Source: an optimization exercise on an open RTL-to-GDS flow (aim: small area and a short achievable clock period). Production flows keep margins and buffers that such runs may drop.
Only simulation tests tie the RTL to the original design; equivalence was not proved.
Power and IR drop assume default switching activity. No driver is modelled on the clock port, so clocking that relies on it looks cheaper here than on a real chip.

==> flow/design.v <==
module Nto1_sync_fifo #(N = 4, DATA_WIDTH = 32, DEPTH = 16)
         (input logic clk_i,
          input logic rst_n_i,
          input logic [N*DATA_WIDTH-1:0] data_i,  
          input logic [N-1:0] wr_en_i,            
          input logic rd_en_i,
          output logic                   fifo_full_o,
          output logic                   fifo_empty_o,
          output logic [DATA_WIDTH-1:0]  data_o
         );
localparam OD  = DEPTH/2;         
localparam BD  = OD-1;            
localparam BW  = $clog2(BD);
localparam OCW = $clog2(OD+1);
localparam ECW = $clog2(DEPTH+1);
logic [DATA_WIDTH-1:0] e_data [0:DEPTH-1][0:N-1];
logic [N-1:0]          e_mask [0:DEPTH-1];
logic [DEPTH-1:0] e_wp, e_rp;     
logic [ECW-1:0]   e_cnt;
logic             e_full, e_empty, e_one;
wire any_wr = |wr_en_i;
wire e_wr   = any_wr & ~e_full;
always_ff @(posedge clk_i) begin
  for (int k = 0; k < DEPTH; k++) begin
    for (int j = 0; j < N; j++)
      if (wr_en_i[j] && !e_full && e_wp[k])
        e_data[k][j] <= data_i[j*DATA_WIDTH +: DATA_WIDTH];
    if (any_wr && !e_full && e_wp[k])
      e_mask[k] <= wr_en_i;
  end
end
logic o_full, o_empty, o_one;
logic [N-1:0] h_rem;              
wire xfer = ~e_empty & ~o_full;
wire [N-1:0] lane = h_rem & ~(h_rem - 1'b1);    
wire         last = ((h_rem & ~lane) == '0);
wire         pop  = xfer & last;
logic [DATA_WIDTH-1:0] h_word [0:N-1];
logic [N-1:0]          n_mask;
always_comb begin
  for (int j = 0; j < N; j++) begin
    h_word[j] = '0;
    for (int k = 0; k < DEPTH; k++)
      if (e_rp[k]) h_word[j] = h_word[j] | e_data[k][j];
  end
  n_mask = '0;
  for (int k = 0; k < DEPTH; k++)
    if (e_rp[(k+DEPTH-1)%DEPTH]) n_mask = n_mask | e_mask[k];
end
logic [DATA_WIDTH-1:0] xword;
always_comb begin
  xword = '0;
  for (int j = 0; j < N; j++)
    if (lane[j]) xword = xword | h_word[j];
end
always_ff @(posedge clk_i) begin
  if (pop)          h_rem <= e_one ? wr_en_i : n_mask;
  else if (xfer)    h_rem <= h_rem & ~lane;
  else if (e_empty) h_rem <= wr_en_i;
end
always_ff @(posedge clk_i, negedge rst_n_i) begin
  if (!rst_n_i) begin
    e_wp    <= DEPTH'(1);
    e_rp    <= DEPTH'(1);
    e_cnt   <= '0;
    e_full  <= 1'b0;
    e_empty <= 1'b1;
    e_one   <= 1'b0;
  end else begin
    if (e_wr) e_wp <= {e_wp[DEPTH-2:0], e_wp[DEPTH-1]};
    if (pop)  e_rp <= {e_rp[DEPTH-2:0], e_rp[DEPTH-1]};
    if (e_wr && !pop) begin
      e_cnt   <= e_cnt + 1'b1;
      e_empty <= 1'b0;
      e_one   <= e_empty;
      e_full  <= (e_cnt == ECW'(DEPTH-1));
    end else if (!e_wr && pop) begin
      e_cnt   <= e_cnt - 1'b1;
      e_full  <= 1'b0;
      e_one   <= (e_cnt == ECW'(2));
      e_empty <= e_one;
    end
  end
end
logic [DATA_WIDTH-1:0] o_head;
logic [DATA_WIDTH-1:0] o_buf [0:BD-1];
logic [BW-1:0]         b_wp, b_rp;
logic [OCW-1:0]        o_cnt;
wire o_rd     = rd_en_i & ~o_empty;
wire h_from_x = xfer & (o_empty | (o_rd & o_one));
wire h_from_b = o_rd & ~o_one;
wire b_push   = xfer & ~o_empty & ~(o_rd & o_one);
always_ff @(posedge clk_i, negedge rst_n_i) begin
  if (!rst_n_i)      o_head <= '0;
  else if (h_from_x) o_head <= xword;
  else if (h_from_b) o_head <= o_buf[b_rp];
end
always_ff @(posedge clk_i) begin
  for (int k = 0; k < BD; k++)
    if (b_push && b_wp == BW'(k)) o_buf[k] <= xword;
end
always_ff @(posedge clk_i, negedge rst_n_i) begin
  if (!rst_n_i) begin
    b_wp    <= '0;
    b_rp    <= '0;
    o_cnt   <= '0;
    o_empty <= 1'b1;
    o_one   <= 1'b0;
    o_full  <= 1'b0;
  end else begin
    if (b_push)   b_wp <= (b_wp == BW'(BD-1)) ? '0 : b_wp + 1'b1;
    if (h_from_b) b_rp <= (b_rp == BW'(BD-1)) ? '0 : b_rp + 1'b1;
    if (xfer && !o_rd) begin
      o_cnt   <= o_cnt + 1'b1;
      o_empty <= 1'b0;
      o_one   <= o_empty;
      o_full  <= (o_cnt == OCW'(OD-1));
    end else if (!xfer && o_rd) begin
      o_cnt   <= o_cnt - 1'b1;
      o_full  <= 1'b0;
      o_one   <= (o_cnt == OCW'(2));
      o_empty <= o_one;
    end
  end
end
assign fifo_full_o  = e_full;
assign fifo_empty_o = o_empty;
assign data_o       = o_head;
endmodule
Settings: LEC_CHECK=0, CAP_MARGIN=35, CORE_MARGIN=2, CORE_UTILIZATION=60, PLACE_DENSITY=0.68, SETUP_SLACK_MARGIN=3.4, SLEW_MARGIN=30; clock period 6.0 ns.
run.sh (not shown) runs the stock make flow with config.mk's settings and CLKGATE_MAP_FILE= SYNTH_SCRIPT=/design/flow/synth_recipe.tcl, a recipe that flattens the netlist after the stock synthesis.
Rerun with:
Settings changed: CTS_BUF_LIST from default to sky130_fd_sc_hd__clkbuf_8 sky130_fd_sc_hd__clkbuf_4, CTS_CLUSTER_SIZE from default to 30.
Outcome: Fmax stays flat. Die area is unchanged. Worst setup slack is better by 5.5 ps.
Rerun with:
Settings changed: CTS_BUF_LIST sky130_fd_sc_hd__clkbuf_8 sky130_fd_sc_hd__clkbuf_4 to default, CTS_CLUSTER_DIAMETER from default to 100, SETUP_SLACK_MARGIN 3.4 to 3.2.
Outcome: Via count went down by a few percent. Critical path depth went up by 4. Setup slack improves by 65 ps. Cell area went down by a little under a tenth. Clock power went down by well over a third. Core utilization went down by 5.1 points. Clock skew went down by 30 ps. Total power went down by about a fifth. Worst hold slack improves by 280 ps. Fmax went up by a few percent. Global-route usage went down by 2.6 points.
Rerun with:
Settings changed: ABC_CLOCK_PERIOD_IN_PS from default to 2000, CTS_CLUSTER_DIAMETER 100 to default, CTS_CLUSTER_SIZE 30 to default.
=> The changed run completed with no timing, DRC or antenna violations. Cell count rose by 4.6%. Global-route usage is higher by 0.52 points. Cell area is higher by 4.9%. Power increases by about 20%. Via count rises by 2.6%. Synthesized area does not change. Combinational power hardly moves. Sequential power stays flat. Critical path depth came out higher by 1. Clock-buffer cell count rises by 178.

---

Nto1_sync_fifo, a different RTL version from the one above (not shown whole).
Size in the first run: roughly 2,400 flip-flops, roughly 170 I/O pins.
clock: 6.0 ns
lec_check: 0
cap_margin: 35
core_margin: 2
core_utilization: 60
cts_cluster_diameter: 80
cts_cluster_size: 24
place_density: 0.68
setup_slack_margin: 3.2
slew_margin: 30
Rerun with:
SETUP_SLACK_MARGIN = 3.5   (was 3.2)
What happened: Final cell count grows by 1.5%; die area does not change; non-clock buffer count increases by 93; register-to-register slack gains 0.27 ns; clock-buffer cell count grows by 19; utilization rose by 0.73 points; routed wire length goes up by 4.3%; combinational power goes up by about 20%; sequential cell count is unchanged; via count increases by about 2%.

---

Another version of the RTL of Nto1_sync_fifo (not shown whole).
For scale: about 4,900 cells after synthesis, ~2,400 flip-flops, ~170 I/O pins, ~89,000 um2 of cells after synthesis.
==> flow/config.mk <==
export PLATFORM = sky130hd
export DESIGN_NAME = Nto1_sync_fifo
export DESIGN_NICKNAME = Nto1_sync_fifo
export VERILOG_FILES = /design/flow/design.v
export SDC_FILE = /design/flow/constraint.sdc
export NUM_CORES = 4
export LEC_CHECK = 0
export CAP_MARGIN = 25
export CORE_MARGIN = 2
export CORE_UTILIZATION = 70
export CTS_CLUSTER_DIAMETER = 90
export CTS_CLUSTER_SIZE = 28
export PLACE_DENSITY = 0.78
export SETUP_SLACK_MARGIN = 3.5
export SLEW_MARGIN = 25
==> flow/constraint.sdc <==
create_clock -name core_clock -period 6.0 [get_ports {clk_i}]
set_input_delay 1.2000 -clock core_clock [delete_from_list [all_inputs] [get_ports {clk_i}]]
set_output_delay 1.2000 -clock core_clock [all_outputs]
set_load 0.01 [all_outputs]
standard.sh (not shown) runs the stock make flow with config.mk's settings and CLKGATE_MAP_FILE= SYNTH_SCRIPT=/design/flow/synth_recipe.tcl, a recipe that flattens the netlist after the stock synthesis.
==> flow/flow/run.sh <==
#!/bin/bash
# Own layout flow: the standard ORFS flow (standard.sh), with three changes:
#  - ports buffered with buf_2 cells (by default the port buffers came out as
#    slow delay cells),
#  - clock tree synthesis without dummy loads,
#  - repair steps free to pick cells of any footprint.
# The whole ORFS run's output goes to standard_flow.log; each ORFS step also
# keeps its own log under orfs/logs/.
set -euo pipefail
bash standard.sh MATCH_CELL_FOOTPRINT=0 \
  "BUFFER_PORTS_ARGS=-buffer_cell sky130_fd_sc_hd__buf_2" \
  "CTS_ARGS=-sink_clustering_enable -repair_clock_nets -sink_clustering_size 28 -sink_clustering_max_diameter 90 -dont_use_dummy_load" \
  finish > standard_flow.log 2>&1
Rerun with:
CAP_MARGIN = 35   (was 25)
CORE_UTILIZATION = 75   (was 70)
PLACE_DENSITY = 0.83   (was 0.78)
SLEW_MARGIN = 30   (was 25)
- The changed run finished with timing, DRC and antenna clean
- clock power barely changes
- sequential share of layout area goes down by 0.48 points
- via count went up by 6.7%
- global-route usage goes up by 5.4 points
- design area increases by 0.64%
- setup slack gets better by 0.029 ns

---

Another version of the RTL of Nto1_sync_fifo (not shown whole).
For scale: about 4,900 cells after synthesis, ~170 I/O pins, about 0.088 sq mm of cells after synthesis.
clock: 6.0 ns
lec_check: 0
cap_margin: 35
core_margin: 2
core_utilization: 60
cts_cluster_diameter: 80
cts_cluster_size: 24
place_density: 0.68
setup_slack_margin: 3.5
slew_margin: 30
==> flow/flow/run.sh <==
#!/bin/bash
# Own layout flow: the standard ORFS flow (standard.sh), with two changes:
#  - clock tree synthesis without dummy loads,
#  - repair steps free to pick cells of any footprint.
# The whole ORFS run's output goes to standard_flow.log; each ORFS step also
# keeps its own log under orfs/logs/.
set -euo pipefail
bash standard.sh MATCH_CELL_FOOTPRINT=0 \
  "CTS_ARGS=-sink_clustering_enable -repair_clock_nets -sink_clustering_size 24 -sink_clustering_max_diameter 80 -dont_use_dummy_load" \
  finish > standard_flow.log 2>&1
The first run finished clean.
Rerun with:
==> flow/run.sh (new file) <==
#!/bin/bash
# synth_recipe.tcl (not shown) runs the flow's synth.tcl, then flattens the netlist and writes it again
# the make line also repeats each setting of config.mk as NAME=value (left out here)
make -C /OpenROAD-flow-scripts/flow DESIGN_CONFIG=/design/flow/config.mk WORK_HOME=/design/flow/orfs CLKGATE_MAP_FILE= SYNTH_SCRIPT=/design/flow/synth_recipe.tcl finish
removed: flow/flow/run.sh
removed: flow/standard.sh
Via count barely changes.
Count of clock-buffer cells in the layout is higher by 53.
Power climbs by 2.7%.
Register-to-register slack is worse by 0.10 ns.
Design area barely changes.
Non-clock buffer count goes down by 30.
Setup slack is worse by 0.028 ns.
Clock power is higher by 8.1%.
Die area does not change.
Wire length stays flat.

---

RTL: one of the versions met above, not the one the previous note started from.
For scale: roughly 4900 cells after synthesis, roughly 2400 flip-flops, about 170 I/O pins, ~0.089 mm2 of cells after synthesis.
Settings: LEC_CHECK=0, CAP_MARGIN=35, CORE_MARGIN=2, CORE_UTILIZATION=70, CTS_CLUSTER_DIAMETER=90, CTS_CLUSTER_SIZE=28, PLACE_DENSITY=0.78, SETUP_SLACK_MARGIN=3.5, SLEW_MARGIN=30; clock period 6.0 ns.
==> flow/flow/run.sh <==
#!/bin/bash
# Own layout flow: the standard ORFS flow (standard.sh), with three changes:
#  - ports buffered with buf_2 cells (by default the port buffers came out as
#    slow delay cells),
#  - clock tree synthesis without dummy loads,
#  - repair steps free to pick cells of any footprint.
# The whole ORFS run's output goes to standard_flow.log; each ORFS step also
# keeps its own log under orfs/logs/.
set -euo pipefail
bash standard.sh MATCH_CELL_FOOTPRINT=0 \
  "BUFFER_PORTS_ARGS=-buffer_cell sky130_fd_sc_hd__buf_2" \
  "CTS_ARGS=-sink_clustering_enable -repair_clock_nets -sink_clustering_size 28 -sink_clustering_max_diameter 90 -dont_use_dummy_load" \
  finish > standard_flow.log 2>&1
Rerun with:
--- a/flow/flow/run.sh
+++ b/flow/flow/run.sh
@@ -11,3 +11,3 @@
   "BUFFER_PORTS_ARGS=-buffer_cell sky130_fd_sc_hd__buf_2" \
-  "CTS_ARGS=-sink_clustering_enable -repair_clock_nets -sink_clustering_size 28 -sink_clustering_max_diameter 90 -dont_use_dummy_load" \
+  "CTS_ARGS=-sink_clustering_enable -repair_clock_nets -sink_clustering_size 24 -sink_clustering_max_diameter 80 -dont_use_dummy_load" \
   finish > standard_flow.log 2>&1
- CTS_CLUSTER_DIAMETER: 90 -> 80
- CTS_CLUSTER_SIZE: 28 -> 24
- SETUP_SLACK_MARGIN: 3.5 -> 3.6
The new run ran to the end with no violations.
Worst setup slack gets better by 0.049 ns.
Via count went up by a few percent.
Design area went up by a few percent.
Sequential share of layout area went down by 1.6 points.
Utilization went up by 1.6 points.
Global-route usage went up by 2.4 points.
Rerun with:
==> flow/run.sh (new file) <==
#!/bin/bash
# synth_recipe.tcl (not shown) runs the flow's synth.tcl, then flattens the netlist and writes it again
# the make line also repeats each setting of config.mk as NAME=value (left out here)
make -C /OpenROAD-flow-scripts/flow DESIGN_CONFIG=/design/flow/config.mk WORK_HOME=/design/flow/orfs CLKGATE_MAP_FILE= SYNTH_SCRIPT=/design/flow/synth_recipe.tcl finish
- CORE_UTILIZATION: 70 -> 60
- PLACE_DENSITY: 0.78 -> 0.68
- SETUP_SLACK_MARGIN: 3.6 -> 3.5
removed: flow/flow/run.sh
removed: flow/standard.sh
Sequential power stays flat. Worst setup slack stays flat. Via count went down by a few percent.
Rerun with:
==> flow/flow/run.sh (new file) <==
#!/bin/bash
# Own layout flow: the standard ORFS flow (standard.sh), with three changes:
#  - ports buffered with buf_2 cells (by default the port buffers came out as
#    slow delay cells),
#  - clock tree synthesis without dummy loads,
#  - repair steps free to pick cells of any footprint.
# The whole ORFS run's output goes to standard_flow.log; each ORFS step also
# keeps its own log under orfs/logs/.
set -euo pipefail
bash standard.sh MATCH_CELL_FOOTPRINT=0 \
  "BUFFER_PORTS_ARGS=-buffer_cell sky130_fd_sc_hd__buf_2" \
  "CTS_ARGS=-sink_clustering_enable -repair_clock_nets -sink_clustering_size 24 -sink_clustering_max_diameter 80 -dont_use_dummy_load" \
  finish > standard_flow.log 2>&1
==> flow/standard.sh (new file) <==
#!/bin/bash
# synth_recipe.tcl (not shown) runs the flow's synth.tcl, then flattens the netlist and writes it again
# the make line also repeats each setting of config.mk as NAME=value (left out here)
make -C /OpenROAD-flow-scripts/flow DESIGN_CONFIG=/design/flow/config.mk WORK_HOME=/design/flow/orfs CLKGATE_MAP_FILE= SYNTH_SCRIPT=/design/flow/synth_recipe.tcl "${@:-finish}"
- CORE_UTILIZATION: 60 -> 70
- PLACE_DENSITY: 0.68 -> 0.78
removed: flow/run.sh
What happened:
- The changed run went through all stages and came out clean
- worst setup slack gains 0.050 ns
- wire length fell by a little under a tenth
- global-route usage came out higher by 2.7 points
- synthesized cell count does not change
- total power is lower by a few percent
- first-iteration DRC count climbs by a few percent
- utilization goes up by 9.1 points
- worst hold slack gains 0.019 ns
- cell area decreases by a few percent
- clock-buffer cell count drops by 61
- sequential power barely changes

---

Starting RTL as in the previous note.
==> flow/config.mk <==
export PLATFORM = sky130hd
export DESIGN_NAME = Nto1_sync_fifo
export DESIGN_NICKNAME = Nto1_sync_fifo
export VERILOG_FILES = /design/flow/design.v
export SDC_FILE = /design/flow/constraint.sdc
export NUM_CORES = 4
export LEC_CHECK = 0
export CAP_MARGIN = 35
export CORE_MARGIN = 2
export CORE_UTILIZATION = 60
export CTS_CLUSTER_DIAMETER = 80
export CTS_CLUSTER_SIZE = 24
export PLACE_DENSITY = 0.68
export SETUP_SLACK_MARGIN = 3.5
export SLEW_MARGIN = 30
==> flow/constraint.sdc <==
create_clock -name core_clock -period 6.0 [get_ports {clk_i}]
set_input_delay 1.2000 -clock core_clock [delete_from_list [all_inputs] [get_ports {clk_i}]]
set_output_delay 1.2000 -clock core_clock [all_outputs]
set_load 0.01 [all_outputs]
==> flow/flow/run.sh <==
#!/bin/bash
# Own layout flow: the standard ORFS flow (standard.sh), with three changes:
#  - ports buffered with buf_2 cells (by default the port buffers came out as
#    slow delay cells),
#  - clock tree synthesis without dummy loads,
#  - repair steps free to pick cells of any footprint.
# The whole ORFS run's output goes to standard_flow.log; each ORFS step also
# keeps its own log under orfs/logs/.
set -euo pipefail
bash standard.sh MATCH_CELL_FOOTPRINT=0 \
  "BUFFER_PORTS_ARGS=-buffer_cell sky130_fd_sc_hd__buf_2" \
  "CTS_ARGS=-sink_clustering_enable -repair_clock_nets -sink_clustering_size 24 -sink_clustering_max_diameter 80 -dont_use_dummy_load" \
  finish > standard_flow.log 2>&1
The starting point finished with timing, DRC and antenna clean.
Then changed:
==> flow/run.sh (new file) <==
#!/bin/bash
# synth_recipe.tcl (not shown) runs the flow's synth.tcl, then flattens the netlist and writes it again
# the make line also repeats each setting of config.mk as NAME=value (left out here)
make -C /OpenROAD-flow-scripts/flow DESIGN_CONFIG=/design/flow/config.mk WORK_HOME=/design/flow/orfs CLKGATE_MAP_FILE= SYNTH_SCRIPT=/design/flow/synth_recipe.tcl finish
--- a/flow/config.mk
+++ b/flow/config.mk
@@ -8,8 +8,8 @@
 export CAP_MARGIN = 35
 export CORE_MARGIN = 2
-export CORE_UTILIZATION = 60
+export CORE_UTILIZATION = 70
 export CTS_CLUSTER_DIAMETER = 80
 export CTS_CLUSTER_SIZE = 24
-export PLACE_DENSITY = 0.68
+export PLACE_DENSITY = 0.78
 export SETUP_SLACK_MARGIN = 3.5
 export SLEW_MARGIN = 30
removed: flow/flow/run.sh
removed: flow/standard.sh
- wire length fell by 2.7%
- cell count fell by 3.0%
- power rose by 1.1%

## re-timing with driven ports
In the flow no input, the clock included, has a driving cell. The finished layouts below were timed again as built, in two steps. Step 1 (the two cells are an assumption about what drives the block):
set clk [get_ports {clk_i}]
set_driving_cell -lib_cell sky130_fd_sc_hd__clkbuf_16 $clk
set_driving_cell -lib_cell sky130_fd_sc_hd__buf_2 [delete_from_list [all_inputs] $clk]
Step 2 times the ports against the registers' clock, not the clock port: input delays grow and output delays shrink by t, the midpoint of the rising clock arrivals with the driver on. a / b / c = ideal ports / drivers / drivers and shift; a / b = the first two.
run | shift t [ns] | setup slack, ns | worst setup path after step 2
the first run of note 1 | 0.941 | 3.042 / 3.042 / 2.488 | input to register
the second run of note 1 | 1.109 | 3.047 / 2.970 / 2.488 | input to register
the third run of note 1 | 0.826 | 3.112 / 3.112 / 2.421 | input to register
the fourth run of note 1 | 0.937 | 3.126 / 3.126 / 2.390 | input to register
the first run of note 2 | 0.853 | 3.108 / 3.071 / 2.218 | input to register
the second run of note 2 | 0.849 | 3.379 / 3.304 / 2.724 | input to register
the first run of note 3 | 0.790 | 3.412 / 3.406 / 2.709 | input to register
the second run of note 3 | 0.800 | 3.442 / 3.383 / 2.669 | input to register
the first run of note 4 | 0.850 | 3.407 / 3.327 / 2.629 | input to register
the second run of note 4 | 0.855 | 3.380 / 3.297 / 2.626 | input to register
the first run of note 5 | 0.795 | 3.392 / 3.392 / 2.794 | input to register
the second run of note 5 | 0.827 | 3.441 / 3.356 / 2.899 | input to register
the third run of note 5 | 0.860 | 3.440 / 3.345 / 2.672 | input to register
the fourth run of note 5 | 0.807 | 3.490 / 3.408 / 2.776 | input to register
the first run of note 6 | 0.843 | 3.447 / 3.361 / 2.741 | input to register
the second run of note 6 | 0.856 | 3.393 / 3.340 / 2.688 | input to register
After both steps setup and hold are still met in every run listed. The setup slack of the first run of note 2, which loses most, moves by -0.037 ns with the drivers and by -0.890 ns with both steps.
